This design comes from an exercise in tuning for small area on the open sky130 flow, not from production work.
In this exercise RTL edits were held to simulation tests only and were not proved equivalent to the original.
No activity file was given, so power comes from the tool's default toggle rates. The flow treats the clock pin as an ideal source, which a real chip does not have.

## flow/run.sh

```bash
#!/bin/bash
# The standard layout (standard.sh) with two changes:
#  - the ports are buffered with the smallest buffer cell, buf_1, instead of
#    the cell buffer_ports picks by default;
#  - clock tree synthesis puts up to 30 flip-flops on each leaf clkbuf_16
#    and inserts no dummy loads.
# make's full output goes to standard.log in this folder; ORFS writes each
# step's own log under orfs/logs/.
set -euo pipefail
export BUFFER_PORTS_ARGS="-buffer_cell sky130_fd_sc_hd__buf_1"
export CTS_ARGS="-sink_clustering_enable -repair_clock_nets -buf_list sky130_fd_sc_hd__clkbuf_16 -sink_clustering_size 30 -sink_clustering_max_diameter 80 -dont_use_dummy_load"
bash standard.sh > standard.log 2>&1
```

## standard.sh

```bash
#!/bin/bash
# synth_recipe.tcl (not shown) runs the flow's synth.tcl, then flattens the netlist and writes it again
# the make line also repeats each setting of config.mk as NAME=value (left out here)
make -C /OpenROAD-flow-scripts/flow DESIGN_CONFIG=/design/flow/config.mk WORK_HOME=/design/flow/orfs CLKGATE_MAP_FILE= SYNTH_SCRIPT=/design/flow/synth_recipe.tcl "${@:-finish}"
```

## config.mk

```make
export PLATFORM = sky130hd
export DESIGN_NAME = filters
export DESIGN_NICKNAME = filters
export VERILOG_FILES = /design/flow/design.v
export SDC_FILE = /design/flow/constraint.sdc
export NUM_CORES = 4
export LEC_CHECK = 0
export CAP_MARGIN = 20
export CORE_MARGIN = 2
export CORE_UTILIZATION = 70
export PLACE_DENSITY = 0.8
export SLEW_MARGIN = 20
```

## constraint.sdc

```tcl
create_clock -name core_clock -period 12.0 [get_ports {CLK}]
set_input_delay 2.4000 -clock core_clock [delete_from_list [all_inputs] [get_ports {CLK}]]
set_output_delay 2.4000 -clock core_clock [all_outputs]
set_load 0.01 [all_outputs]
```

## design.v

```verilog
module mkGreyscale(rgb_in, gry_out);
  input  [23 : 0] rgb_in;
  output [7 : 0] gry_out;
  wire [7 : 0] r = rgb_in[23:16], g = rgb_in[15:8], b = rgb_in[7:0];
  wire [8 : 0] c1, c2;
  wire [7 : 0] s1, s2;
  assign c1[1] = g[0] & b[0];
  genvar i;
  generate
    for (i = 1; i < 8; i = i + 1) begin : add1
      assign s1[i]   = g[i] ^ b[i] ^ c1[i];
      assign c1[i+1] = (g[i] & b[i]) | (c1[i] & (g[i] ^ b[i]));
    end
  endgenerate
  wire [7 : 0] h = {c1[8], s1[7:1]};
  assign c2[1] = h[0] & r[0];
  generate
    for (i = 1; i < 8; i = i + 1) begin : add2
      assign s2[i]   = h[i] ^ r[i] ^ c2[i];
      assign c2[i+1] = (h[i] & r[i]) | (c2[i] & (h[i] ^ r[i]));
    end
  endgenerate
  assign gry_out = {c2[8], s2[7:1]};
endmodule
module mkThreshold(gry_in, threshold, bin_out);
  input  [7 : 0] gry_in;
  input  [7 : 0] threshold;
  output bin_out;
  wire [8 : 0] c;
  assign c[0] = 1'b1;
  genvar i;
  generate
    for (i = 0; i < 8; i = i + 1) begin : cmp
      assign c[i+1] = (gry_in[i] & ~threshold[i]) | (c[i] & (gry_in[i] | ~threshold[i]));
    end
  endgenerate
  assign bin_out = c[8];
endmodule
module mkBlur(CLK, RST_N, ready, seen, working, sh, sh_n, phase, bin_in, blur_out);
  input  CLK;
  input  RST_N;
  input  ready;
  input  seen;
  input  working;
  input  sh;
  input  sh_n;
  input  phase;
  input  bin_in;
  output [3 : 0] blur_out;
  reg [638 : 0] lastRow;
  reg [1 : 0]   lastPxl;
  wire row_bit = sh && seen && (lastRow[638] ^ phase);
  assign blur_out = working ? { row_bit, lastPxl, bin_in } :
                    ready   ? {4{bin_in}} : 4'd0;
  always @(posedge CLK)
  begin
    lastRow <= ~((lastRow | {639{sh}}) &
                 ({lastRow[637 : 0], bin_in ^ phase} | {639{sh_n}}));
    if (!RST_N)
      lastPxl <= 2'd0;
    else if (working)
      lastPxl <= { bin_in, lastPxl[1] };
  end
endmodule
module mkEdge(CLK, ready, seen, working, sh, sh_n, phase, vde, bin_in, bin_out);
  input  CLK;
  input  ready;
  input  seen;
  input  working;
  input  sh;
  input  sh_n;
  input  phase;
  input  vde;
  input  bin_in;
  output bin_out;
  reg [638 : 0] lastRow;
  wire row_bit = sh && seen && (lastRow[638] ^ phase);
  assign bin_out = ready && (working ? (vde && row_bit && !bin_in) : bin_in);
  always @(posedge CLK)
    lastRow <= ~((lastRow | {639{sh}}) &
                 ({lastRow[637 : 0], bin_in ^ phase} | {639{sh_n}}));
endmodule
module mkMix(CLK,
	     RST_N,
	     bin_in,
	     rgb_in,
	     rgb_out);
  input  CLK;
  input  RST_N;
  input  bin_in;
  input  [23 : 0] rgb_in;
  output [23 : 0] rgb_out;
  wire [23 : 0] rgb_out;
  wire [7 : 0] blue__wget, green__wget, red__wget;
  assign rgb_out = { red__wget, green__wget, blue__wget } ;
  assign red__wget = bin_in ? 8'd255 : { 2'd0, rgb_in[23:18] } ;
  assign green__wget = bin_in ? 8'd255 : { 2'd0, rgb_in[15:10] } ;
  assign blue__wget = bin_in ? 8'd255 : { 2'd0, rgb_in[7:2] } ;
endmodule   
module filters
(
	CLK,
	RST,
	HSync,
	VDE,
	Display,
	RGBin,
	Threshold,
	ProcessOut,
	DisplayOut
);
input         CLK;
input         RST;
input         HSync;
input         VDE;
input  [ 5:0] Display;
input  [23:0] RGBin;
input  [ 7:0] Threshold;
output        ProcessOut;
output [23:0] DisplayOut;
	wire [ 7:0] greyOut;
	wire        thresh1Out;
	wire [ 3:0] blur4;
	wire [ 7:0] blurOut = {2{blur4}};
	wire        thresh2Out = &blur4;
	wire        edgeOut;
	wire [23:0] mixOut;
	reg hSyncLast, hSyncLast2, hClk;
	always @(posedge CLK)
	begin
		hSyncLast  <= VDE;
		hSyncLast2 <= hSyncLast;
		hClk       <= hSyncLast && !hSyncLast2;
	end
	localparam [9:0] X0   = 10'b0000000001;
	localparam [9:0] X320 = 10'b1001100000;
	localparam [9:0] X959 = 10'b0000111000;
	localparam [9:0] X960 = 10'b0001110000;
	localparam [9:0] X961 = 10'b0011100001;
	reg        seen, working, sh, sh_n, phase;
	reg  [9:0] x;
	wire       ready   = |x;
	wire       at320   = x == X320;
	wire       at959   = x == X959;
	wire       at960   = x == X960;
	wire [9:0] x_next  = hClk ? X0 : (x == X961) ? x : {x[8:0], x[9] ^ x[6]};
	wire       sh_next = at320 || (sh && !at959);
	always @(posedge CLK)
	begin
		if (!RST) begin
			seen    <= 1'b0;
			working <= 1'b0;
			sh      <= 1'b0;
			sh_n    <= 1'b1;
			phase   <= 1'b0;
			x       <= 10'd0;
		end else begin
			if (hClk && ready) seen <= 1'b1;
			if (at960) working <= 1'b0;
			else if (at320) working <= 1'b1;
			sh      <= sh_next;
			sh_n    <= !sh_next;
			phase   <= !phase;
			x       <= x_next;
		end
	end
	wire s54   = Display[5] | Display[4];
	wire s3    = !s54 && Display[3];
	wire s2    = !s54 && !Display[3] && Display[2];
	wire s1    = !s54 && !Display[3] && !Display[2] && Display[1];
	wire s0    = !s54 && !Display[3] && !Display[2] && !Display[1] && Display[0];
	wire snone = !s54 && !Display[3] && !Display[2] && !Display[1] && !Display[0];
	wire       common = (s54 && edgeOut) || (s3 && thresh2Out) || (s1 && thresh1Out);
	wire [7:0] chan   = {8{common}} | ({8{s2}} & blurOut) | ({8{s0}} & greyOut);
	assign ProcessOut = chan[7] || (snone && greyOut[7]);
	assign DisplayOut = {3{chan}} | ({24{snone}} & RGBin) |
	                    ({24{Display[5]}} & {2'b00, RGBin[23:18], 2'b00, RGBin[15:10], 2'b00, RGBin[7:2]});
	mkGreyscale Greyscale (
		.rgb_in     (RGBin),
		.gry_out    (greyOut)
	);
	mkThreshold Threshold1 (
		.threshold  (Threshold),
		.gry_in     (greyOut),
		.bin_out    (thresh1Out)
	);
	mkBlur Blur (
		.CLK        (CLK),
		.RST_N      (RST),
		.ready      (ready),
		.seen       (seen),
		.working    (working),
		.sh         (sh),
		.sh_n       (sh_n),
		.phase      (phase),
		.bin_in     (thresh1Out),
		.blur_out   (blur4)
	);
	mkEdge Edge (
		.CLK        (CLK),
		.ready      (ready),
		.seen       (seen),
		.working    (working),
		.sh         (sh),
		.sh_n       (sh_n),
		.phase      (phase),
		.vde        (VDE),
		.bin_in     (thresh2Out),
		.bin_out    (edgeOut)
	);
	mkMix Mix (
		.bin_in     (edgeOut),
		.rgb_in     (RGBin),
		.rgb_out    (mixOut)
	);
endmodule
```

==> impl_metrics.ini, run 1 <==
[clock_tree]
clk_pin_slew_ns = 0.06
clkLatencyLatePin_ns = 0.61
cts_tree = done
numCtsBuffers = 49
cts_resized = 0
clock_sinks = 1298
h-tree-depth = 2
post_cts_buffers = 0
root_buffer = clkbuf_16
clock_path_buffers = 3
cts_hold_buf = 0

[setup_path]
path_buf_inv = 2
cp_cell_sequence = buf_1, nand2_1, fa_1, fa_1, fa_1, fa_1, fa_1, fa_1, fa_1, fa_1, fa_1, a31oi_1, nor2_1, maj3_2, a211oi_2, a2bb2oi_4, nand2_1, buf_1
crit_type = in2out
arrival_ns = 8.24
path_common_cell = fa_1
setup.worst_path.start = RGBin[8]
cp_top_family = adder cells
required_ns = 9.60
path_max_fanout = 19
rr_startpoint = sh
crit_path_max_incr_delay_ns = 0.57
cpMaxStageDelayCell = fa_1
critPathLaunchType = input port
endpoint_kind = output pin

[die]
core_um2 = 51400
start_util_pct = 70.9
io_pins = 67
die-width_um = 232
die_area_um2 = 53900
die_height_um = 232
rows = 83

[drt]
vias = 22168
drt_iter0_markers = 1275
first_pass_iters = 5
wl_um = 54700
remaining_drc_errors = 0
via_per_inst = 6.18
wl_per_cell_um = 15.2
ant_nets = 0

[logic_synthesis]
yosysSeqAreaShare_pct = 71.3
async_reset_ff_share_pct = 0
synthFlopType = dfxtp_1
netlist_area_um2 = 36500
synth-seq-cells = 1298
syn_nets = 3123
synthCells = 3067
ys_types = 44
syn_avg_cell_area_um2 = 11.9
synth_edf_count = 0
ys_warn_count = 3

[power_and_ir_drop]
switching_share_pct = 19.4
seqPwrFrac_pct = 68.3
ir_drop_mv = 0.135
power_mw = 6.31
p_int_mw = 5.09
combPwrFrac_pct = 1.9
power_leakage_nw = 14.0
p_sw_mw = 1.22
p_per_area_nw_per_um2 = 166
clock_power_share_pct = 29.9

[grt]
grt.total_usage_pct = 20.0
antenna_found_initial = 0
grt_max_degree = 295
grt_pass1_wl_um = 94100
first_global_vias = 20676
grt_overflow = 0

[sta]
min_period_ns = 10.64
whs_ns = 0.344
rsz0062_at_grt = no
setup_viol = 0
worst_slew_pin_slew_ns = 1.17
maxSlewViolCount = 0
worst_clock_skew_ns = 0.0523
fin_crit_sh_pct = 88.6
max_freq_mhz = 94.0
hold_violations = 0
relSlewSlack_pct = 21.8
setup-tns-final_ns = 0

[min_path]
hold_path_class = reg2reg
hold_start = hSyncLast

[placed_design]
dp_cells = 3537
place_hpwl_um = 30800
place_area_um2 = 36600
finalWeightedCongestion = 0.835
port-buffer-count = 65

[run_status]
status = timing/DRC/antenna clean

[cells_and_area]
diodes = 0
layout_commonest_cell = dfxtp_1
area_growth_pct = 3.99
stdcell_area_um2 = 37900
stdcell_count = 3588
layout.nets = 2966
mostFrequentLayoutCells = 1296 x dfxtp_1, 1280 x o22ai_1, 65 x buf_1
drive_gt1_share_pct = 2.82

[job]
max_cap_violations = 0
cell type report:
class / count / area (um^2)
Multi-Input combinational cell: 1449 / 9250
Tap cell: 680 / 851
Inverter: 28 / 105
Sequential cell: 1298 / 26000
Timing Repair Buffer: 84 / 479
Clock buffer: 49 / 1230
Fill cell: 3445 / 13500
worst paths after layout:
check                           cells past startpoint  slack, ns                end
worst max register to register                      5       6.96  Blur.lastRow[422]
worst min register to register                      0       0.34         hSyncLast2
worst min-delay path                                0       0.34         hSyncLast2
worst max-delay path                               18       1.36      DisplayOut[7]
layer usage:
metal	share of wire, %	GRT usage (%)	up-vias
met4	1.6	4.49	0
li1	-	-	11453
met3	2.8	3.00	60
met2	46	34.4	241
met1	49	26.8	10414
met5	0	0	-
power by group through the flow:
| stage | combinational [mW] | sequential (mW) | clock [mW] |
|---|---|---|---|
| finish | 0.119 | 4.31 | 1.88 |
| detailed placement | 0.119 | 4.41 | 0 |
| global route | 0.131 | 4.31 | 2.09 |
| CTS | 0.120 | 4.31 | 1.95 |
| floorplan | 0.0801 | 4.41 | 0 |
| global placement | 0.118 | 4.41 | 0 |
per-stage QoR:
stage | util, % | setup WS [ns]
final | 73.7 | 1.36
after global routing | 73.7 | 1.06
after CTS | 73.6 | 1.33
after detailed placement | 71.2 | 1.33
after global placement | 71.2 | 1.45
after floorplan | - | 1.98
sequential cells by signal, summed over array words and instances, names as in the netlist:
signal,flops
sh_n,1
hClk,1
sh,1
hSyncLast,1
seen,1
Edge.lastRow,639
Blur.lastPxl,2
phase,1
working,1
hSyncLast2,1
x,10
Blur.lastRow,639
Yosys cell counts (all sizes together) (3+ instances only):
| master | number | area share, % |
|---|---|---|
| nor2b | 10 | 0.17 |
| fa | 14 | 0.77 |
| a222oi | 3 | 0.082 |
| dfxtp | 1298 | 71 |
| nand2 | 32 | 0.33 |
| clkbuf | 267 | 2.7 |
| nor3 | 5 | 0.069 |
| nand3 | 8 | 0.11 |
| xnor2 | 3 | 0.072 |
| inv | 28 | 0.29 |
| a31oi | 6 | 0.10 |
| and2 | 7 | 0.12 |
| buf | 25 | 0.30 |
| nand4 | 4 | 0.069 |
| a21oi | 12 | 0.16 |
| nor2 | 15 | 0.16 |
| a221oi | 15 | 0.36 |
| o22ai | 1280 | 22 |
| o21ai | 8 | 0.15 |
kinds of logic (layout without fill, tap and decap cells):
family / count (synthesis) / count (layout) / share of synthesized area [%]
xor+xnor: 5 / 5 / 0.120
flops: 1298 / 1298 / 71.3
fa+ha+maj: 15 / 15 / 0.800
compound gates: 1336 / 1336 / 23.2
buf+inv: 320 / 161 / 3.34
simple gates: 91 / 91 / 1.23
mux: 2 / 2 / 0.0549
worst reg2reg max path, stage by stage, from the launching register on:
cell	delay (ns)
dfxtp_4	0.95
buf_4	0.90
buf_4	0.95
buf_4	0.89
buf_4	0.93
o22ai_1	0.26
==> run 2: changes to the inputs <==
==> flow/run.sh (replaced) <==
#!/bin/bash
# The standard layout (standard.sh) with two changes:
#  - the ports are buffered with the smallest buffer cell, buf_1, instead of
#    the cell buffer_ports picks by default;
#  - clock tree synthesis puts up to 33 flip-flops (within 90 um) on each leaf clkbuf_16
#    and inserts no dummy loads.
# make's full output goes to standard.log in this folder; ORFS writes each
# step's own log under orfs/logs/.
set -euo pipefail
export BUFFER_PORTS_ARGS="-buffer_cell sky130_fd_sc_hd__buf_1"
export CTS_ARGS="-sink_clustering_enable -repair_clock_nets -buf_list sky130_fd_sc_hd__clkbuf_16 -sink_clustering_size 33 -sink_clustering_max_diameter 90 -dont_use_dummy_load"
bash standard.sh > standard.log 2>&1
==> run 2 against run 1 <==
- fmax barely moved
- highest routed layer unchanged
- power down 0.91%
- via count is 0.28% lower
- first-iteration DRC count down 7.2%
- setup slack gained 0.0055 ns
- still clean on timing, DRC and antenna
- register-to-register slack improved by 0.03 ns
- design area down 0.26%
- largest cell class unchanged
- combinational power about the same
- global-route usage fell by 0.11 points
- routed wire length shrank 0.40%
==> impl_metrics.ini, run 2 <==
[clock_tree]
clkLatencyLatePin_ns = 0.60
clock_sinks = 1298
clk_pin_slew_ns = 0.06
cts_resized = 0
h-tree-depth = 2
cts_tree = done
root_buffer = clkbuf_16
post_cts_buffers = 0
clock_path_buffers = 3
cts_hold_buf = 0
numCtsBuffers = 45

[setup_path]
required_ns = 9.60
rr_endpoint = Blur.lastRow[278]
arrival_ns = 8.23
rr_startpoint = sh
r2r_cells = 5
setup.worst_path.start = RGBin[8]
r2r_setup_slack_ns = 6.99
crit_type = in2out
critPathLaunchType = input port
endpoint_kind = output pin
path_max_fanout = 19

[sta]
hold_violations = 0
setup_viol = 0
worst_slew_pin_slew_ns = 1.29
min_period_ns = 10.63
rsz0062_at_grt = no
relSlewSlack_pct = 14.2
max_freq_mhz = 94.1
worst_clock_skew_ns = 0.0516
maxSlewViolCount = 0
setup-tns-final_ns = 0
fin_crit_sh_pct = 88.6

[logic_synthesis]
yosys-top-cells-count = 1298 x dfxtp_1, 1280 x o22ai_1, 267 x clkbuf_1
netlist_area_um2 = 36500
synth-seq-cells = 1298
async_reset_ff_share_pct = 0
syn_nets = 3123
synth_edf_count = 0
synth.most_common_cell = dfxtp_1
synthFlopType = dfxtp_1
ys_types = 44
synthCells = 3067
ys_warn_count = 3
syn_avg_cell_area_um2 = 11.9
yosysSeqAreaShare_pct = 71.3
yosysTopAreaCell = dfxtp_1
yosys-top-cells-area = dfxtp_1 71%, o22ai_1 22%, clkbuf_1 2.7%
synth_top_cell_area_share_pct = 71.3

[die]
die-width_um = 232
io_pins = 67
start_util_pct = 70.9
die_area_um2 = 53900
rows = 83
core_um2 = 51400
die_height_um = 232

[power_and_ir_drop]
ir_drop_mv = 0.116
p_sw_mw = 1.22
switching_share_pct = 19.5
p_int_mw = 5.03
p_per_area_nw_per_um2 = 165
combPwrFrac_pct = 1.9
clock_power_share_pct = 29.2
seqPwrFrac_pct = 68.9
power_leakage_nw = 13.9

[drt]
drt_iter0_markers = 1183
remaining_drc_errors = 0
wl_per_cell_um = 15.2
vias = 22107
via_per_inst = 6.17
wl_um = 54500
first_pass_iters = 6
ant_nets = 0

[placed_design]
place_hpwl_um = 30800
port-buffer-count = 65
finalWeightedCongestion = 0.835
dp_cells = 3537

[grt]
antenna_found_initial = 0
grt.total_usage_pct = 19.9
first_global_vias = 20737
grt_max_degree = 295
grt_overflow = 0
grt_pass1_wl_um = 93700

[cells_and_area]
layout.nets = 2962
drive_gt1_share_pct = 2.69
stdcell_count = 3584
area_growth_pct = 3.71
reg.largest.list = Blur.lastRow (639), Edge.lastRow (639), x (10)
layout_commonest_cell = dfxtp_1
mostFrequentLayoutCells = 1296 x dfxtp_1, 1280 x o22ai_1, 65 x buf_1
diodes = 0

[min_path]
min_path_cells = 0
hold_end = hSyncLast2
hold_start = hSyncLast
hold_path_class = reg2reg

[job]
max_cap_violations = 0

[run_status]
status = timing/DRC/antenna clean
[run 2: cell types whose count changed in the layout (fill, tap and decap cells not counted), sizes merged]
cell,change
clkbuf,-4
[run 2: kinds of logic after synthesis]
kind of cell    count (synthesis)  synth area share (%)
compound gates               1336                  23.2
xor+xnor                        5                 0.120
fa+ha+maj                      15                 0.800
buf+inv                       320                  3.34
flops                        1298                  71.3
mux                             2                0.0549
simple gates                   91                  1.23
[run 2: layout make-up]
type                    count  area (um^2)
inverters                  28          105
fillers                  3460        13600
flip-flops and latches   1298        26000
multi-input cells        1449         9250
clock buffers              45         1130
repair buffers             84          479
well taps                 680          851
[run 2: critical path, cell delays in order]
cell and delay, ns:
buf_1 0.12, nand2_1 0.12, fa_1 0.40, fa_1 0.39
fa_1 0.45, fa_1 0.40, fa_1 0.43, fa_1 0.43
fa_1 0.43, fa_1 0.42, fa_1 0.57, a31oi_1 0.17
nor2_1 0.06, maj3_2 0.33, a211oi_2 0.36, a2bb2oi_4 0.46
nand2_1 0.13, buf_1 0.16
[run 2: power groups by stage]
stage	registers [mW]	logic, mW	clock network [mW]
after floorplan	4.41	0.0801	0
after global placement	4.41	0.118	0
after detailed placement	4.41	0.119	0
after CTS	4.31	0.120	1.88
after global routing	4.31	0.131	2.02
final	4.31	0.119	1.83
[run 2: metrics by stage]
stage / cell area, um^2 / hold WS (ns) / power (mW) / setup slack, ns / util [%]
global placement: 36600 / 0.330 / 4.52 / 1.45 / 71.2
detailed placement: 36600 / 0.333 / 4.53 / 1.33 / 71.2
global route: 37800 / 0.354 / 6.46 / 1.06 / 73.5
CTS: 37700 / 0.347 / 6.30 / 1.33 / 73.4
floorplan: 36500 / 0.324 / 4.49 / 1.98 / -
finish: 37800 / 0.343 / 6.25 / 1.37 / 73.5
[run 2: metal layers]
metal,part of all wire [%],GRT usage (%),routed length [um],vias up
met1,50,26.7,27100,10380
li1,-,-,-,11441
met4,1.8,4.57,998,0
met5,0,0,0,-
met3,2.8,2.84,1500,68
met2,46,34.2,24900,218
[run 2: worst max path at each step]
| stage | end | slack [ns] | depth (start not counted) |
|---|---|---|---|
| global placement | ProcessOut | 1.45 | 18 |
| CTS | DisplayOut[7] | 1.33 | 18 |
| detailed placement | DisplayOut[7] | 1.33 | 18 |
| floorplan | DisplayOut[10] | 1.98 | 17 |
| finish | DisplayOut[7] | 1.37 | 18 |
| global route | DisplayOut[7] | 1.06 | 18 |
==> run 3: changes to the inputs <==
==> flow/run.sh (replaced) <==
#!/bin/bash
# The standard layout (standard.sh) with two changes:
#  - the ports are buffered with the smallest buffer cell, buf_1, instead of
#    the cell buffer_ports picks by default;
#  - clock tree synthesis puts up to 33 flip-flops (within 90 um) on each
#    leaf clkbuf_16, uses clkbuf_8 for the root and the few buffers above
#    the leaves, and inserts no dummy loads.
# make's full output goes to standard.log in this folder; ORFS writes each
# step's own log under orfs/logs/.
set -euo pipefail
export BUFFER_PORTS_ARGS="-buffer_cell sky130_fd_sc_hd__buf_1"
export CTS_ARGS="-sink_clustering_enable -repair_clock_nets -buf_list sky130_fd_sc_hd__clkbuf_16 -sink_clustering_size 33 -sink_clustering_max_diameter 90 -root_buf sky130_fd_sc_hd__clkbuf_8 -tree_buf sky130_fd_sc_hd__clkbuf_8 -dont_use_dummy_load"
bash standard.sh > standard.log 2>&1
--- a/config.mk
+++ b/config.mk
@@ -6,7 +6,7 @@
 export NUM_CORES = 4
 export LEC_CHECK = 0
-export CAP_MARGIN = 20
+export CAP_MARGIN = 10
 export CORE_MARGIN = 2
 export CORE_UTILIZATION = 70
 export PLACE_DENSITY = 0.8
-export SLEW_MARGIN = 20
+export SLEW_MARGIN = 10
==> run 3 against run 2 <==
- combinational power about the same
- cell count unchanged
- sequential power is essentially flat
- largest cell class unchanged
- routed wire length shrank 0.53%
==> impl_metrics.ini, run 3 <==
[cells_and_area]
reg.largest.list = Blur.lastRow (639), Edge.lastRow (639), x (10)
layout.nets = 2961
drive_gt1_share_pct = 2.65
num-fill-cells = 3477
stdcell_area_um2 = 37700
mostFrequentLayoutCells = 1296 x dfxtp_1, 1280 x o22ai_1, 65 x buf_1
layout_commonest_cell = dfxtp_1
stdcell_count = 3584
area_growth_pct = 3.45
fin_util_pct = 73.4

[sta]
setup_viol = 0
maxSlewViolCount = 0
fin_crit_sh_pct = 88.7
max_freq_mhz = 93.9
rsz0062_at_grt = no
worst_clock_skew_ns = 0.0620
setup-tns-final_ns = 0
worst_slew_pin_slew_ns = 1.18
min_period_ns = 10.65
whs_ns = 0.344
relSlewSlack_pct = 21.0
hold_violations = 0
worst_slack_ns = 1.35

[drt]
drt_iter0_markers = 1250
vias = 22085
wl_per_cell_um = 15.1
ant_nets = 0
via_per_inst = 6.16
remaining_drc_errors = 0
first_pass_iters = 5
wl_um = 54200

[logic_synthesis]
netlist_area_um2 = 36500
yosysTopAreaCell = dfxtp_1
synth_top_cell_area_share_pct = 71.3
synth.most_common_cell = dfxtp_1
ys_types = 44
synthCells = 3067
async_reset_ff_share_pct = 0
synthFlopType = dfxtp_1
yosys-top-cells-count = 1298 x dfxtp_1, 1280 x o22ai_1, 267 x clkbuf_1
synth_edf_count = 0
yosysSeqAreaShare_pct = 71.3
yosys-top-cells-area = dfxtp_1 71%, o22ai_1 22%, clkbuf_1 2.7%
synth-seq-cells = 1298
ys_warn_count = 3
syn_avg_cell_area_um2 = 11.9
syn_nets = 3123

[min_path]
min_path_cells = 0
hold_start = hSyncLast
hold_end = hSyncLast2
hold_path_class = reg2reg

[grt]
grt_use_met1_pct = 26.7
antenna_found_initial = 1
use_met2_pct = 34.0
grt_max_degree = 295
first_global_vias = 20739
grt_overflow = 0
grt.total_usage_pct = 19.8
grt_util_met3_pct = 2.81
busiest_layer = met2
grt_pass1_wl_um = 93600

[power_and_ir_drop]
clock_power_share_pct = 28.6
power_mw = 6.20
p_int_mw = 4.99
power_leakage_nw = 13.9
switching_share_pct = 19.5
combPwrFrac_pct = 1.9
ir_drop_mv = 0.115
p_sw_mw = 1.21
seqPwrFrac_pct = 69.5
p_per_area_nw_per_um2 = 164

[setup_path]
endpoint_kind = output pin
arrival_ns = 8.25
rr_endpoint = Blur.lastRow[281]
crit_type = in2out
critPathLaunchType = input port
path_max_fanout = 19
rr_startpoint = sh
required_ns = 9.60
r2r_setup_slack_ns = 6.95
r2r_cells = 5

[die]
die_area_um2 = 53900
io_pins = 67
die-width_um = 232
core_um2 = 51400
rows = 83
die_height_um = 232
start_util_pct = 70.9

[clock_tree]
post_cts_buffers = 0
cts_tree = done
numCtsBuffers = 45
clk_pin_slew_ns = 0.06
cts_resized = 0
root_buffer = clkbuf_8
h-tree-depth = 2
clock_path_buffers = 3
clock_sinks = 1298
clkLatencyLatePin_ns = 0.71
cts_hold_buf = 0

[placed_design]
place_hpwl_um = 30800
dp_slack_ns = 1.33
place_area_um2 = 36600
finalWeightedCongestion = 0.835
dp_cells = 3537
port-buffer-count = 65

[job]
max_cap_violations = 0

[run_status]
status = timing/DRC/antenna clean
run 3: cell counts after synthesis:
No cell type changed its count.
run 3: worst max-delay path by stage:
| stage | startpoint | to | depth (start not counted) |
|---|---|---|---|
| after floorplan | RGBin[1] | DisplayOut[10] | 17 |
| after global placement | RGBin[1] | ProcessOut | 18 |
| after detailed placement | RGBin[8] | DisplayOut[7] | 18 |
| after CTS | RGBin[8] | DisplayOut[7] | 18 |
| after global routing | RGBin[1] | DisplayOut[7] | 18 |
| final | RGBin[8] | DisplayOut[9] | 18 |
run 3: area by class of cell:
type	count	area [um^2]	area share [%]
well taps	680	851	2.26
diodes	1	2.50	0.00664
repair buffers	83	437	1.16
flip-flops and latches	1298	26000	68.9
inverters	28	105	0.279
multi-input cells	1449	9250	24.5
clock buffers	45	1070	2.84
run 3: cells by family after synthesis:
family	count (synthesis)	synth area share, %
buffers and inverters	320	3.34
DFF	1298	71.3
muxes	2	0.0549
AOI/OAI and AO/OA	1336	23.2
xor gates and xnor gates	5	0.120
and+or+nand+nor	91	1.23
adders and majority gates	15	0.800
run 3: critical path: stages:
cell and delay, ns:
buf_1 0.12, nand2_1 0.12, fa_1 0.40, fa_1 0.39, fa_1 0.45, fa_1 0.40
fa_1 0.43, fa_1 0.43, fa_1 0.43, fa_1 0.42, fa_1 0.57, a31oi_1 0.17
nor2_1 0.06, maj3_2 0.33, a211oi_2 0.36, a2bb2oi_4 0.46, nand2_1 0.14, buf_1 0.16
run 3: power by group through the flow:
stage / Combinational (mW) / Sequential [mW] / Clock [mW]
2_1_floorplan: 0.0801 / 4.41 / 0
3_3_place_gp: 0.118 / 4.41 / 0
3_5_place_dp: 0.119 / 4.41 / 0
4_1_cts: 0.120 / 4.31 / 1.83
5_1_grt: 0.131 / 4.31 / 1.97
6_report: 0.119 / 4.31 / 1.77
run 3: per-layer routing:
layer	part of all wire, %	wire (um)
met1	50	26900
met2	46	24800
met3	2.8	1510
met4	1.8	987
met5	0	0
==> run 4: changes to the inputs <==
==> flow/run.sh (replaced) <==
#!/bin/bash
# The standard layout (standard.sh) with three changes:
#  - after the standard synthesis, the combinational logic is mapped again
#    by ABC for area (flow/reopt.tcl); the flip-flops are left as they are;
#  - the ports are buffered with the smallest buffer cell, buf_1, instead of
#    the cell buffer_ports picks by default;
#  - clock tree synthesis puts up to 33 flip-flops (within 90 um) on each
#    leaf clkbuf_16, uses clkbuf_8 for the root and the few buffers above
#    the leaves, and inserts no dummy loads.
# Each tool's full output goes to a log file in this folder (synth.log,
# reopt.log, standard.log); ORFS writes each step's own log under orfs/logs/.
set -euo pipefail
export BUFFER_PORTS_ARGS="-buffer_cell sky130_fd_sc_hd__buf_1"
export CTS_ARGS="-sink_clustering_enable -repair_clock_nets -buf_list sky130_fd_sc_hd__clkbuf_16 -sink_clustering_size 33 -sink_clustering_max_diameter 90 -root_buf sky130_fd_sc_hd__clkbuf_8 -tree_buf sky130_fd_sc_hd__clkbuf_8 -dont_use_dummy_load"
bash standard.sh synth > synth.log 2>&1
R=orfs/results/$FLOW_PLATFORM/filters/base
cp $R/1_2_yosys.v standard_synth.v
export REOPT_LIB=$FLOW_HOME/platforms/$FLOW_PLATFORM/lib/sky130_fd_sc_hd__tt_025C_1v80.lib
export REOPT_IN=$PWD/standard_synth.v
export REOPT_OUT=$PWD/reopt.v
export REOPT_ABC=$PWD/flow/area.abc
export DONT_USE_CELLS="$(sed -n '/DONT_USE_CELLS += /,/^#/p' $FLOW_HOME/platforms/$FLOW_PLATFORM/config.mk | grep -o 'sky130_fd_sc_hd__[a-z0-9_]*' | tr '\n' ' ')"
yosys -c flow/reopt.tcl > reopt.log 2>&1
cp reopt.v $R/1_2_yosys.v
touch $R/1_2_yosys.v
rm -f $R/1_synth.odb $R/1_synth.sdc
bash standard.sh > standard.log 2>&1
==> flow/area.abc (new file) <==
strash; balance; rewrite; refactor; balance; rewrite; rewrite -z; balance; refactor -z; rewrite -z; balance; dch -f; amap; topo
==> flow/reopt.tcl (new file) <==
# Re-map the combinational logic of the standard synthesis netlist for area.
# Flip-flops (names, cells and connections), full adders and the line-buffer
# gates are kept as they are; every other cell is read as its liberty
# function and mapped again by ABC with an area-oriented script.
yosys -import
set lib $::env(REOPT_LIB)
set dont_use {}
foreach c $::env(DONT_USE_CELLS) { lappend dont_use -dont_use $c }
read_liberty -ignore_miss_func -overwrite $lib
read_verilog $::env(REOPT_IN)
hierarchy -top $::env(FLOW_TOP)
setattr -mod -set keep_hierarchy 1 sky130_fd_sc_hd__dfxtp_1 sky130_fd_sc_hd__fa_1 sky130_fd_sc_hd__ha_1 sky130_fd_sc_hd__o22ai_1 sky130_fd_sc_hd__conb_1
flatten
yosys rename -hide w:_*_.*
opt_clean -purge
select -module $::env(FLOW_TOP)
abc -liberty $lib {*}$dont_use -script $::env(REOPT_ABC)
select -clear
read_liberty -lib -overwrite $lib
opt_clean -purge
splitnets
opt_clean -purge
hilomap -singleton -hicell sky130_fd_sc_hd__conb_1 HI -locell sky130_fd_sc_hd__conb_1 LO
insbuf -buf sky130_fd_sc_hd__buf_4 A X
check
stat -liberty $lib
write_verilog -noattr -noexpr -nohex -nodec $::env(REOPT_OUT)
==> run 4 against run 3 <==
- cell count shrank 0.28%
- synthesized cell count down 9.6%
- critical path depth up 1
- core utilization up 1.8 points
- clock skew down 0.0093 ns
- first-iteration DRC count rose by 7.4%
- worst hold slack better by 0.0051 ns
- power hardly changed
- sequential power about the same
- via count shrank 0.41%
- flip-flop and latch count unchanged
==> impl_metrics.ini, run 4 <==
[setup_path]
endpoint_kind = output pin
cp_cell_sequence = buf_1, clkinv_1, fa_1, fa_1, fa_1, fa_1, fa_1, fa_1, fa_1, fa_1, fa_1, o22ai_1, nor2_1, a221oi_1, o31ai_1, o21ai_2, clkinv_1, o211ai_1, buf_1
path_max_fanout = 11
crit_type = in2out
path_buf_inv = 4
crit_path_max_incr_delay_ns = 0.66
rr_startpoint = sh
critPathLaunchType = input port
rr_endpoint = Edge.lastRow[357]
r2r_setup_slack_ns = 7.13
required_ns = 9.60
cpMaxStageDelayCell = a221oi_1
r2r_cells = 5
arrival_ns = 8.94
cp_top_family = adder cells
path_common_cell = fa_1

[die]
start_util_pct = 70.5
die-width_um = 228
core_um2 = 50000
die_area_um2 = 52100
rows = 82
die_height_um = 228
io_pins = 67

[min_path]
hold_end = hSyncLast2
hold_path_class = reg2reg
hold_start = hSyncLast
min_path_cells = 0

[placed_design]
place_hpwl_um = 30900
finalWeightedCongestion = 0.829
port-buffer-count = 65

[logic_synthesis]
ys_warn_count = 3
netlist_area_um2 = 35200
synthCells = 2772
syn_nets = 2828
syn_avg_cell_area_um2 = 12.7

[power_and_ir_drop]
ir_drop_mv = 0.165
power_leakage_nw = 13.7
p_per_area_nw_per_um2 = 165

[cells_and_area]
layout_commonest_cell = dfxtp_1
reg.largest.list = Blur.lastRow (639), Edge.lastRow (639), x (10)
multi_input_comb_area_um2 = 9070
fin_util_pct = 75.2
area_growth_pct = 6.67
drive_gt1_share_pct = 2.31
seqCellArea_um2 = 26000
mostFrequentLayoutCells = 1296 x dfxtp_1, 1291 x o22ai_1, 65 x buf_1
num-fill-cells = 3355
layout.nets = 2959

[clock_tree]
clkLatencyLatePin_ns = 0.75
h-tree-depth = 2
clock_sinks = 1298
numCtsBuffers = 45
clock_path_buffers = 3
clk_pin_slew_ns = 0.11
root_buffer = clkbuf_8
cts_hold_buf = 0
cts_tree = done

[sta]
max_freq_mhz = 88.2
maxSlewViolCount = 0
rsz0062_at_grt = no
hold_violations = 0
worst_slew_pin_slew_ns = 1.18
min_period_ns = 11.34
worst_clock_skew_ns = 0.0527
setup_viol = 0
setup-tns-final_ns = 0
relSlewSlack_pct = 21.0
fin_crit_sh_pct = 94.5

[drt]
vias = 21994
remaining_drc_errors = 0
wl_um = 55100
ant_nets = 0
via_per_inst = 6.15
first_pass_iters = 5
wl_per_cell_um = 15.4
drt_iter0_markers = 1342

[grt]
grt.total_usage_pct = 21.0
grt_pass1_wl_um = 96800
first_global_vias = 20878
antenna_found_initial = 0
grt_max_degree = 301
grt_overflow = 0

[job]
max_cap_violations = 0

[run_status]
status = timing/DRC/antenna clean
-- run 4: area by class of cell --
class	instances	share of cell area, %
Sequential cell	1298	69.2
Multi-Input combinational cell	1426	24.1
Clock buffer	45	2.85
Tap cell	672	2.24
Timing Repair Buffer	84	1.13
Inverter	48	0.479
Antenna cell	1	0.00666
-- run 4: per-layer routing --
metal	routed length (um)	GRT usage (%)	up-vias
met4	933	4.92	0
met2	25700	34.4	156
met5	0	0	-
met1	27200	29.9	10346
li1	-	-	11417
met3	1320	3.13	75
-- run 4: through the flow --
| step | instances | power, mW | hold slack (ns) | worst slack (ns) | cell area [um^2] |
|---|---|---|---|---|---|
| 2_1_floorplan | 2772 | 4.48 | 0.324 | 0.919 | 35200 |
| 3_3_place_gp | 3528 | 4.52 | 0.325 | 0.166 | 36500 |
| 3_5_place_dp | 3528 | 4.52 | 0.344 | 0.0545 | 36500 |
| 4_1_cts | 3573 | 6.25 | 0.347 | 0.0654 | 37600 |
| 5_1_grt | 3573 | 6.41 | 0.359 | 0.155 | 37600 |
| 6_report | 3574 | 6.20 | 0.349 | 0.657 | 37600 |
-- run 4: how the worst max path moves through the flow --
stage          startpoint             end  slack, ns  cells past startpoint
3_3_place_gp     RGBin[1]      ProcessOut       0.17                     19
2_1_floorplan          sh  DisplayOut[11]       0.92                      8
5_1_grt          RGBin[1]      ProcessOut       0.16                     19
3_5_place_dp     RGBin[1]      ProcessOut       0.05                     19
6_report         RGBin[1]      ProcessOut       0.66                     19
4_1_cts          RGBin[1]      ProcessOut       0.07                     19
-- run 4: power by group --
group / leakage [nW] / total [mW] / switching [mW] / internal [mW]
Clock: 0.529 / 1.78 / 1.14 / 0.637
Sequential: 10.9 / 4.31 / 0.00293 / 4.31
Combinational: 2.23 / 0.109 / 0.0654 / 0.0435
-- run 4: repair_timing --
action / CTS / global route
gates resized for setup: 0 / 2
buffers inserted: 0 / 0
setup endpoints to repair: 0 / 9
==> run 5: changes to the inputs <==
==> flow/area.abc (replaced) <==
strash; &get -n; &deepsyn -T 60; &put; dch -f; amap; topo
--- a/flow/reopt.tcl
+++ b/flow/reopt.tcl
@@ -12,4 +12,5 @@
 setattr -mod -set keep_hierarchy 1 sky130_fd_sc_hd__dfxtp_1 sky130_fd_sc_hd__fa_1 sky130_fd_sc_hd__ha_1 sky130_fd_sc_hd__o22ai_1 sky130_fd_sc_hd__conb_1
 flatten
+simplemap
 yosys rename -hide w:_*_.*
 opt_clean -purge
==> run 5 against run 4 <==
- synthesized cell count shrank 0.40%
- sequential power grew about 20%
- power grew 21%
- clock power is essentially flat
- largest power group unchanged
- highest routed layer unchanged
==> impl_metrics.ini, run 5 <==
[run_status]
status = timing/DRC/antenna clean

[die]
die-width_um = 228
core_um2 = 49900
die_height_um = 228
rows = 82
start_util_pct = 70.5
die_area_um2 = 52000
io_pins = 67

[sta]
fin_crit_sh_pct = 95.0
maxSlewViolCount = 0
worst_slew_pin_slew_ns = 1.15
hold_violations = 0
max_freq_mhz = 87.7
min_period_ns = 11.40
worst_clock_skew_ns = 0.0882
rsz0062_at_grt = no
relSlewSlack_pct = 23.3
setup_viol = 0
setup-tns-final_ns = 0

[setup_path]
endpoint_kind = output pin
rr_endpoint = Edge.lastRow[340]
rr_startpoint = sh
r2r_cells = 4
r2r_setup_slack_ns = 8.46
arrival_ns = 9.00
path_max_fanout = 5
crit_type = in2out
critPathLaunchType = input port
required_ns = 9.60

[min_path]
min_path_cells = 1
hold_path_class = reg2reg
hold_end = Blur.lastRow[117]
hold_start = Blur.lastRow[116]

[power_and_ir_drop]
power_leakage_nw = 13.5
p_per_area_nw_per_um2 = 199
power_mw = 7.48
ir_drop_mv = 0.182

[drt]
drt_iter0_markers = 1453
wl_per_cell_um = 15.4
remaining_drc_errors = 0
wl_um = 54900
vias = 21947
first_pass_iters = 4
ant_nets = 0
via_per_inst = 6.16

[logic_synthesis]
ys_warn_count = 3
syn_nets = 2817
netlist_area_um2 = 35100
synthCells = 2761
syn_avg_cell_area_um2 = 12.7

[grt]
grt.total_usage_pct = 20.8
grt_pass1_wl_um = 95800
grt_overflow = 0
grt_max_degree = 285
antenna_found_initial = 1
first_global_vias = 20732

[cells_and_area]
drive_gt1_share_pct = 2.32
stdcell_count = 3564
stdcell_area_um2 = 37500
layout.nets = 2949
fin_util_pct = 75.2
mostFrequentLayoutCells = 1296 x dfxtp_1, 1282 x o22ai_1, 65 x buf_1
area_growth_pct = 6.78
reg.largest.list = Blur.lastRow (639), Edge.lastRow (639), x (10)
layout_commonest_cell = dfxtp_1

[clock_tree]
root_buffer = clkbuf_8
cts_hold_buf = 0
clock_path_buffers = 3
numCtsBuffers = 46
clock_sinks = 1298
cts_resized = 0
h-tree-depth = 2
post_cts_buffers = 0
clk_pin_slew_ns = 0.11
cts_tree = done
clkLatencyLatePin_ns = 0.74

[placed_design]
place_area_um2 = 36400
dp_cells = 3517
port-buffer-count = 65
place_hpwl_um = 30800
finalWeightedCongestion = 0.791

[job]
max_cap_violations = 0
run 5: final cells by class:
| class | instances | area (um^2) |
|---|---|---|
| antenna | 1 | 2.50 |
| timing repair buffer | 84 | 437 |
| clock buffer | 46 | 1090 |
| multi-input combinational | 1418 | 8980 |
| tap | 672 | 841 |
| sequential | 1298 | 26000 |
| fill | 3307 | 12300 |
| inverter | 45 | 169 |
run 5: stage by stage:
step / worst slack, ns / hold WS [ns]
floorplan: 0.812 / 0.324
global placement: 0.583 / 0.350
detailed placement: 0.590 / 0.352
CTS: 0.564 / 0.359
global route: 0.199 / 0.383
finish: 0.596 / 0.365
run 5: worst max path at each step:
stage | startpoint | to | slack, ns | depth (start not counted)
after floorplan | sh | DisplayOut[15] | 0.81 | 11
after global placement | RGBin[1] | DisplayOut[21] | 0.58 | 24
after detailed placement | RGBin[1] | DisplayOut[21] | 0.59 | 24
after CTS | RGBin[1] | DisplayOut[21] | 0.56 | 24
after global routing | RGBin[1] | DisplayOut[21] | 0.20 | 24
final | RGBin[1] | DisplayOut[2] | 0.60 | 24
run 5: power breakdown:
group	total, mW	switching, mW	internal (mW)
sequential	5.19	0.305	4.89
combinational	0.496	0.188	0.308
clock	1.79	1.14	0.651
run 5: worst max-delay path: stages:
cell and delay (ns):
buf_1 0.10, clkinv_1 0.10, fa_1 0.46, fa_1 0.40
fa_1 0.46, fa_1 0.40, fa_1 0.44, fa_1 0.43
fa_1 0.45, fa_1 0.43, fa_1 0.54, o22ai_1 0.19
nor2_1 0.05, a221oi_1 0.28, buf_4 0.19, nor2b_1 0.23
nor4_1 0.07, a31oi_1 0.17, buf_4 0.17, clkinv_1 0.09
a22oi_1 0.30, o21ai_0 0.22, a221o_1 0.30, buf_1 0.13
run 5: metal layers:
metal / global-route usage, % / wire length (um)
met5: 0 / 0
met4: 4.70 / 989
met3: 3.15 / 1490
met2: 33.8 / 25400
met1: 29.7 / 27000
==> run 6: changes to the inputs <==
--- a/flow/run.sh
+++ b/flow/run.sh
@@ -9,6 +9,7 @@
 #    the leaves, and inserts no dummy loads.
 # Each tool's full output goes to a log file in this folder (synth.log,
-# reopt.log, standard.log); ORFS writes each step's own log under orfs/logs/.
+# reopt.log, equiv.log, standard.log); ORFS writes each step's own log under orfs/logs/.
 set -euo pipefail
+export RECOVER_POWER=100
 export BUFFER_PORTS_ARGS="-buffer_cell sky130_fd_sc_hd__buf_1"
 export CTS_ARGS="-sink_clustering_enable -repair_clock_nets -buf_list sky130_fd_sc_hd__clkbuf_16 -sink_clustering_size 33 -sink_clustering_max_diameter 90 -root_buf sky130_fd_sc_hd__clkbuf_8 -tree_buf sky130_fd_sc_hd__clkbuf_8 -dont_use_dummy_load"
@@ -21,7 +22,10 @@
 export REOPT_ABC=$PWD/flow/area.abc
 export DONT_USE_CELLS="$(sed -n '/DONT_USE_CELLS += /,/^#/p' $FLOW_HOME/platforms/$FLOW_PLATFORM/config.mk | grep -o 'sky130_fd_sc_hd__[a-z0-9_]*' | tr '\n' ' ')"
-yosys -c flow/reopt.tcl > reopt.log 2>&1
-cp reopt.v $R/1_2_yosys.v
-touch $R/1_2_yosys.v
-rm -f $R/1_synth.odb $R/1_synth.sdc
+# The re-mapped netlist replaces the standard one only if it is proven
+# equivalent to it (flow/equiv.tcl).
+if yosys -c flow/reopt.tcl > reopt.log 2>&1 && yosys -c flow/equiv.tcl > equiv.log 2>&1; then
+  cp reopt.v $R/1_2_yosys.v
+  touch $R/1_2_yosys.v
+  rm -f $R/1_synth.odb $R/1_synth.sdc
+fi
 bash standard.sh > standard.log 2>&1
==> flow/equiv.tcl (new file) <==
# Prove that the re-mapped netlist (REOPT_OUT) does what the standard
# synthesis netlist (REOPT_IN) does: both are read with the liberty cell
# functions, and their flip-flops are paired by name.
yosys -import
set lib $::env(REOPT_LIB)
read_liberty -ignore_miss_func $lib
read_verilog $::env(REOPT_IN)
yosys rename $::env(FLOW_TOP) gold
read_verilog $::env(REOPT_OUT)
yosys rename $::env(FLOW_TOP) gate
flatten gold gate
opt_clean
equiv_make gold gate equiv
hierarchy -top equiv
equiv_simple -seq 2
equiv_induct
equiv_status -assert
==> run 6 against run 5 <==
- the layout now fails its checks (capacitance limit, slew limit)
- critical path depth unchanged
- area after synthesis unchanged
- combinational power is essentially flat
- fmax grew 0.33%
- flip-flop and latch count stayed put
- core utilization decreased by 0.12 points
- global-route usage unchanged
- power about the same
- register-to-register slack got worse by 6.1 ns
- synthesized cell count unchanged
- count of clock-buffer cells in the layout stayed put
- largest cell class unchanged
==> impl_metrics.ini, run 6 <==
[run_status]
status = complete, but fails checks
so_faults = capacitance limit, slew limit

[sta]
worst_slack_ns = 0.633
min_period_ns = 11.37
rsz0062_at_grt = no
fin_crit_sh_pct = 94.7
setup_viol = 0
worst_slew_pin_slew_ns = 4.81
relSlewSlack_pct = -220
hold_violations = 0
setup-tns-final_ns = 0
worst_clock_skew_ns = 0.0889
maxSlewViolCount = 1495
max_freq_mhz = 88.0

[setup_path]
path_max_fanout = 5
r2r_cells = 4
critPathLaunchType = input port
crit_type = in2out
arrival_ns = 8.97
rr_startpoint = sh
rr_endpoint = Edge.lastRow[393]
r2r_setup_slack_ns = 2.37
endpoint_kind = output pin
required_ns = 9.60

[clock_tree]
numCtsBuffers = 46
clkLatencyLatePin_ns = 0.74
clock_sinks = 1298
post_cts_buffers = 0
clk_pin_slew_ns = 0.11
clock_path_buffers = 3
cts_resized = 0
cts_hold_buf = 0
cts_tree = done
h-tree-depth = 2
root_buffer = clkbuf_8

[logic_synthesis]
synthCells = 2761
syn_nets = 2817
netlist_area_um2 = 35100
syn_avg_cell_area_um2 = 12.7
ys_warn_count = 3

[placed_design]
finalWeightedCongestion = 0.791
port-buffer-count = 65
place_hpwl_um = 30800
place_area_um2 = 36400
dp_slack_ns = 0.590

[grt]
grt_pass1_wl_um = 95800
antenna_found_initial = 1
grt.total_usage_pct = 20.8
first_global_vias = 20732
grt_max_degree = 285
grt_overflow = 0

[cells_and_area]
reg.largest.list = Blur.lastRow (639), Edge.lastRow (639), x (10)
stdcell_area_um2 = 37500
layout.nets = 2949
area_growth_pct = 6.61
layout_commonest_cell = dfxtp_1
drive_gt1_share_pct = 1.87
mostFrequentLayoutCells = 1298 x dfxtp_1, 1282 x o22ai_1, 65 x buf_1

[die]
die_area_um2 = 52000
core_um2 = 49900
die-width_um = 228
start_util_pct = 70.5
die_height_um = 228
rows = 82
io_pins = 67

[min_path]
hold_path_class = reg2reg
min_path_cells = 1
hold_end = Blur.lastRow[117]
hold_start = Blur.lastRow[116]

[drt]
wl_um = 54700
remaining_drc_errors = 0
wl_per_cell_um = 15.4
ant_nets = 0
first_pass_iters = 5
vias = 21901
via_per_inst = 6.15
drt_iter0_markers = 1507

[power_and_ir_drop]
ir_drop_mv = 0.182
p_per_area_nw_per_um2 = 200
power_leakage_nw = 13.5

[job]
max_cap_violations = 13
[run 6: final cells by class]
class / count / area (um^2)
Antenna cell: 1 / 2.50
Clock buffer: 46 / 1090
Fill cell: 3326 / 12400
Inverter: 45 / 169
Multi-Input combinational cell: 1418 / 8980
Sequential cell: 1298 / 26000
Tap cell: 672 / 841
Timing Repair Buffer: 84 / 383
[run 6: report_power, final]
part	switching [mW]	total, mW	internal [mW]
combinational	0.188	0.496	0.308
sequential	0.304	5.20	4.89
clock	1.14	1.79	0.650
[run 6: critical path, stage by stage]
cell	delay (ns)
buf_1	0.10
clkinv_1	0.10
fa_1	0.46
fa_1	0.40
fa_1	0.46
fa_1	0.40
fa_1	0.44
fa_1	0.43
fa_1	0.45
fa_1	0.43
fa_1	0.53
o22ai_1	0.19
nor2_1	0.05
a221oi_1	0.28
buf_4	0.19
nor2b_1	0.21
nor4_1	0.07
a31oi_1	0.17
buf_4	0.17
clkinv_1	0.09
a22oi_1	0.27
o21ai_0	0.24
a221o_1	0.31
buf_1	0.13
[run 6: per-stage QoR]
stage	hold slack, ns	utilization, %	instances	power, mW
floorplan	0.324	-	2761	5.62
global placement	0.350	73.0	3517	5.72
detailed placement	0.352	73.0	3517	5.78
CTS	0.359	75.2	3563	7.54
global route	0.383	75.1	3564	7.82
finish	0.364	75.1	3564	7.49
[run 6: worst max-delay path by stage]
stage,from,endpoint,slack (ns)
floorplan,sh,DisplayOut[15],0.81
global placement,RGBin[1],DisplayOut[21],0.58
detailed placement,RGBin[1],DisplayOut[21],0.59
CTS,RGBin[1],DisplayOut[21],0.56
global route,RGBin[1],DisplayOut[21],0.20
finish,RGBin[1],DisplayOut[1],0.63
[run 6: layer usage]
metal | share of wire [%] | GRT usage, % | vias up
met2 | 46 | 33.8 | 190
met4 | 1.8 | 4.70 | 0
li1 | - | - | 11372
met5 | 0 | 0 | -
met3 | 2.6 | 3.15 | 78
met1 | 49 | 29.7 | 10261
==> run 7: changes to the inputs <==
--- a/flow/run.sh
+++ b/flow/run.sh
@@ -11,5 +11,4 @@
 # reopt.log, equiv.log, standard.log); ORFS writes each step's own log under orfs/logs/.
 set -euo pipefail
-export RECOVER_POWER=100
 export BUFFER_PORTS_ARGS="-buffer_cell sky130_fd_sc_hd__buf_1"
 export CTS_ARGS="-sink_clustering_enable -repair_clock_nets -buf_list sky130_fd_sc_hd__clkbuf_16 -sink_clustering_size 33 -sink_clustering_max_diameter 90 -root_buf sky130_fd_sc_hd__clkbuf_8 -tree_buf sky130_fd_sc_hd__clkbuf_8 -dont_use_dummy_load"
==> run 7 against run 6 <==
- the run now finishes clean
- area after synthesis did not move
- die area did not move
- clock power hardly changed
- combinational power about the same
- synthesized cell count did not move
- cell count is the same
- worst hold slack improved by 0.0011 ns
- non-clock buffer count is the same
- via count grew 0.21%
- largest cell class unchanged
==> impl_metrics.ini, run 7 <==
[sta]
maxSlewViolCount = 0
fin_crit_sh_pct = 95.0
rsz0062_at_grt = no
worst_clock_skew_ns = 0.0882
setup_viol = 0
min_period_ns = 11.40
relSlewSlack_pct = 23.3
max_freq_mhz = 87.7
setup-tns-final_ns = 0
hold_violations = 0
worst_slew_pin_slew_ns = 1.15
worst_slack_ns = 0.596

[logic_synthesis]
synthCells = 2761
ys_warn_count = 3
syn_nets = 2817
syn_avg_cell_area_um2 = 12.7
netlist_area_um2 = 35100

[cells_and_area]
stdcell_area_um2 = 37500
reg.largest.list = Blur.lastRow (639), Edge.lastRow (639), x (10)
layout_commonest_cell = dfxtp_1
drive_gt1_share_pct = 2.32
seqCellArea_um2 = 26000
mostFrequentLayoutCells = 1296 x dfxtp_1, 1282 x o22ai_1, 65 x buf_1
fin_util_pct = 75.2
multi_input_comb_area_um2 = 8980
area_growth_pct = 6.78
stdcell_count = 3564
num-fill-cells = 3307
layout.nets = 2949

[grt]
grt.total_usage_pct = 20.8
first_global_vias = 20732
grt_max_degree = 285
grt_pass1_wl_um = 95800
grt_overflow = 0
antenna_found_initial = 1

[run_status]
status = timing/DRC/antenna clean

[clock_tree]
root_buffer = clkbuf_8
cts_resized = 0
cts_hold_buf = 0
clock_path_buffers = 3
clkLatencyLatePin_ns = 0.74
clk_pin_slew_ns = 0.11
post_cts_buffers = 0
numCtsBuffers = 46
clock_sinks = 1298
cts_tree = done
h-tree-depth = 2

[placed_design]
finalWeightedCongestion = 0.791
dp_cells = 3517
place_area_um2 = 36400
dp_slack_ns = 0.590
place_hpwl_um = 30800
port-buffer-count = 65

[die]
die-width_um = 228
core_um2 = 49900
io_pins = 67
rows = 82
die_area_um2 = 52000
die_height_um = 228
start_util_pct = 70.5

[drt]
drt_iter0_markers = 1453
wl_per_cell_um = 15.4
vias = 21947
remaining_drc_errors = 0
ant_nets = 0
wl_um = 54900
first_pass_iters = 4
via_per_inst = 6.16

[job]
max_cap_violations = 0

[power_and_ir_drop]
p_sw_mw = 1.64
p_per_area_nw_per_um2 = 199
ir_drop_mv = 0.182
p_int_mw = 5.85
seqPwrFrac_pct = 69.4
clock_power_share_pct = 24.0
power_leakage_nw = 13.5
switching_share_pct = 21.9
combPwrFrac_pct = 6.6

[setup_path]
endpoint_kind = output pin
path_max_fanout = 5
required_ns = 9.60
crit_type = in2out
arrival_ns = 9.00
critPathLaunchType = input port

[min_path]
hold_path_class = reg2reg
[run 7: cell count changes in the layout (fill, tap and decap cells not counted)]
cell      delta
dfxtp_4      +2
buf_12       +1
dfxtp_1      -2
buf_4       +11
clkbuf_4     -1
clkbuf_1    -11
[run 7: per-layer routing]
layer / vias up / share of wire (%) / GRT usage [%]
met4: 0 / 1.8 / 4.70
met5: - / 0 / 0
met3: 78 / 2.7 / 3.15
met1: 10293 / 49 / 29.7
li1: 11370 / - / -
met2: 206 / 46 / 33.8
[run 7: power groups by stage]
stage          combinational (mW)  sequential [mW]  clock, mW
2_1_floorplan               0.405             5.22          0
3_3_place_gp                0.461             5.26          0
3_5_place_dp                0.497             5.29          0
4_1_cts                     0.501             5.20       1.84
5_1_grt                     0.559             5.27       1.99
6_report                    0.496             5.19       1.79
[run 7: cell type report]
class                   instances  share of cell area (%)
well taps                     672                    2.24
flip-flops and latches       1298                    69.3
inverters                      45                   0.450
clock buffers                  46                    2.92
diodes                          1                 0.00667
repair buffers                 84                    1.16
multi-input cells            1418                    23.9
[run 7: path summary, 6_finish.rpt]
kind	startpoint	endpoint	slack, ns	cells past startpoint
max	RGBin[1]	DisplayOut[2]	0.60	24
min	Blur.lastRow[116]	Blur.lastRow[117]	0.37	1
max reg2reg	sh	Edge.lastRow[340]	8.46	4
min reg2reg	Blur.lastRow[116]	Blur.lastRow[117]	0.37	1
[run 7: worst max-delay path, cell delays in order]
cell	delay (ns)
buf_1	0.10
clkinv_1	0.10
fa_1	0.46
fa_1	0.40
fa_1	0.46
fa_1	0.40
fa_1	0.44
fa_1	0.43
fa_1	0.45
fa_1	0.43
fa_1	0.54
o22ai_1	0.19
nor2_1	0.05
a221oi_1	0.28
buf_4	0.19
nor2b_1	0.23
nor4_1	0.07
a31oi_1	0.17
buf_4	0.17
clkinv_1	0.09
a22oi_1	0.30
o21ai_0	0.22
a221o_1	0.30
buf_1	0.13
[run 7: metrics by stage]
stage / hold slack, ns / total power [mW]
after floorplan: 0.324 / 5.62
after global placement: 0.350 / 5.72
after detailed placement: 0.352 / 5.78
after CTS: 0.359 / 7.54
after global routing: 0.383 / 7.81
final: 0.365 / 7.48
==> run 8: changes to the inputs <==
--- a/flow/run.sh
+++ b/flow/run.sh
@@ -12,5 +12,5 @@
 set -euo pipefail
 export BUFFER_PORTS_ARGS="-buffer_cell sky130_fd_sc_hd__buf_1"
-export CTS_ARGS="-sink_clustering_enable -repair_clock_nets -buf_list sky130_fd_sc_hd__clkbuf_16 -sink_clustering_size 33 -sink_clustering_max_diameter 90 -root_buf sky130_fd_sc_hd__clkbuf_8 -tree_buf sky130_fd_sc_hd__clkbuf_8 -dont_use_dummy_load"
+export CTS_ARGS="-sink_clustering_enable -repair_clock_nets -buf_list sky130_fd_sc_hd__clkbuf_16 -sink_clustering_size 34 -sink_clustering_max_diameter 120 -root_buf sky130_fd_sc_hd__clkbuf_8 -tree_buf sky130_fd_sc_hd__clkbuf_8 -dont_use_dummy_load"
 bash standard.sh synth > synth.log 2>&1
 R=orfs/results/$FLOW_PLATFORM/filters/base
==> run 8 against run 7 <==
- critical path type unchanged
- power fell by 0.45%
- global-route usage fell by 0.12 points
- fmax rose by 0.35%
- register-to-register slack got worse by 0.04 ns
- combinational power barely moved
- core utilization fell by 0.10 points
- still clean
==> impl_metrics.ini, run 8 <==
[clock_tree]
h-tree-depth = 2
cts_resized = 0
cts_tree = done
clock_sinks = 1298
post_cts_buffers = 0
clock_path_buffers = 3
root_buffer = clkbuf_8
cts_hold_buf = 0
clk_pin_slew_ns = 0.11
clkLatencyLatePin_ns = 0.70
numCtsBuffers = 44

[grt]
grt_pass1_wl_um = 95500
grt_overflow = 0
grt.total_usage_pct = 20.7
first_global_vias = 20571
grt_max_degree = 285
antenna_found_initial = 1

[cells_and_area]
drive_gt1_share_pct = 2.25
area_growth_pct = 6.64
stdcell_count = 3562
layout.nets = 2947
mostFrequentLayoutCells = 1296 x dfxtp_1, 1282 x o22ai_1, 65 x buf_1
num-fill-cells = 3312
layout_commonest_cell = dfxtp_1
stdcell_area_um2 = 37500
reg.largest.list = Blur.lastRow (639), Edge.lastRow (639), x (10)
multi_input_comb_area_um2 = 8980
seqCellArea_um2 = 26000

[sta]
relSlewSlack_pct = 21.6
worst_clock_skew_ns = 0.0636
maxSlewViolCount = 0
hold_violations = 0
rsz0062_at_grt = no
fin_crit_sh_pct = 94.7
worst_slew_pin_slew_ns = 1.18
max_freq_mhz = 88.0
setup_viol = 0
min_period_ns = 11.36
setup-tns-final_ns = 0

[placed_design]
port-buffer-count = 65
finalWeightedCongestion = 0.791
dp_cells = 3517
place_hpwl_um = 30800
place_area_um2 = 36400

[drt]
remaining_drc_errors = 0
first_pass_iters = 5
ant_nets = 0
wl_per_cell_um = 15.4
vias = 21847
drt_iter0_markers = 1565
via_per_inst = 6.13
wl_um = 54700

[setup_path]
critPathLaunchType = input port
path_common_cell = fa_1
cp_cell_sequence = buf_1, clkinv_1, fa_1, fa_1, fa_1, fa_1, fa_1, fa_1, fa_1, fa_1, fa_1, o22ai_1, nor2_1, a221oi_1, buf_4, nor2b_1, nor4_1, a31oi_1, buf_4, clkinv_1, a22oi_1, o21ai_0, a221o_1, buf_1
cp_top_family = adder cells
crit_type = in2out
required_ns = 9.60
endpoint_kind = output pin
path_buf_inv = 6
crit_path_max_incr_delay_ns = 0.54
path_max_fanout = 5
cpMaxStageDelayCell = fa_1
arrival_ns = 8.96

[logic_synthesis]
netlist_area_um2 = 35100
syn_avg_cell_area_um2 = 12.7
ys_warn_count = 3
syn_nets = 2817
synthCells = 2761

[die]
die_area_um2 = 52000
core_um2 = 49900
start_util_pct = 70.5
die-width_um = 228
die_height_um = 228
rows = 82
io_pins = 67

[min_path]
hold_path_class = reg2reg

[power_and_ir_drop]
p_per_area_nw_per_um2 = 199
ir_drop_mv = 0.153
power_leakage_nw = 13.5

[run_status]
status = timing/DRC/antenna clean

[job]
max_cap_violations = 0
run 8: through the flow:
step	hold WS, ns	utilization (%)	power (mW)	setup WS [ns]
floorplan	0.324	-	5.62	0.812
global placement	0.350	73.0	5.72	0.583
detailed placement	0.352	73.0	5.78	0.590
CTS	0.366	75.1	7.50	0.564
global route	0.373	75.1	7.78	0.199
finish	0.370	75.1	7.45	0.635
run 8: path summary, 6_finish.rpt:
path	cells past startpoint	start	endpoint	slack [ns]
setup / recovery	24	RGBin[1]	DisplayOut[1]	0.64
hold / removal	1	Blur.lastRow[6]	Blur.lastRow[7]	0.37
setup reg to reg	4	sh	Blur.lastRow[370]	8.42
hold reg to reg	1	Blur.lastRow[6]	Blur.lastRow[7]	0.37
run 8: cell type report:
type / instances / share of cell area, %
Antenna cell: 1 / 0.00668
Timing Repair Buffer: 84 / 1.17
Multi-Input combinational cell: 1418 / 24.0
Inverter: 45 / 0.451
Clock buffer: 44 / 2.79
Sequential cell: 1298 / 69.4
Tap cell: 672 / 2.24
run 8: worst register-to-register path: stages (launching register included):
cell and delay (ns):
dfxtp_4 0.56, buf_4 0.64, buf_12 0.78, buf_4 1.19, o22ai_1 0.27
run 8: report_power, final:
part	total (mW)	internal [mW]	leakage (nW)	switching (mW)
registers	5.19	4.89	10.8	0.304
clock network	1.76	0.624	0.517	1.14
logic	0.496	0.308	2.16	0.188
total	7.45	5.82	13.5	1.63
run 8: per-layer routing:
metal,track usage [%],wire (um),part of all wire (%),up-vias
met4,4.31,738,1.3,0
met3,3.19,1480,2.7,69
met2,33.5,25300,46,190
met5,0,0,0,-
met1,29.7,27200,50,10224
li1,-,-,-,11364

static timing again, ports no longer ideal:
The flow's constraints put no driver on any port. The routed layouts listed below were extracted and timed again, unchanged, in two steps. Step 1 assumes that a clkbuf_16 drives the clock port and a buf_2 every other input. Step 2, shift: input delay + t, output delay - t, t = (earliest + latest rising clock arrival at the registers) / 2. This alone moves slack from input paths to output paths. a / b / c = no drivers / after step 1 / after step 2; a / b = the first two.
run	shift t [ns]	slack for setup (ns)	worst data-port slew with drivers (ns)
run 1	0.650	1.363 / 1.337 / 1.337	0.05
run 2	0.645	1.368 / 1.338 / 1.338	0.05
run 3	0.743	1.351 / 1.321 / 1.321	0.05
run 4	0.760	0.657 / 0.635 / 0.635	0.07
run 5	0.754	0.596 / 0.572 / 0.572	0.05
run 6	0.755	0.633 / 0.609 / 0.609	0.05
run 7	0.754	0.596 / 0.572 / 0.572	0.05
run 8	0.736	0.635 / 0.612 / 0.612	0.05
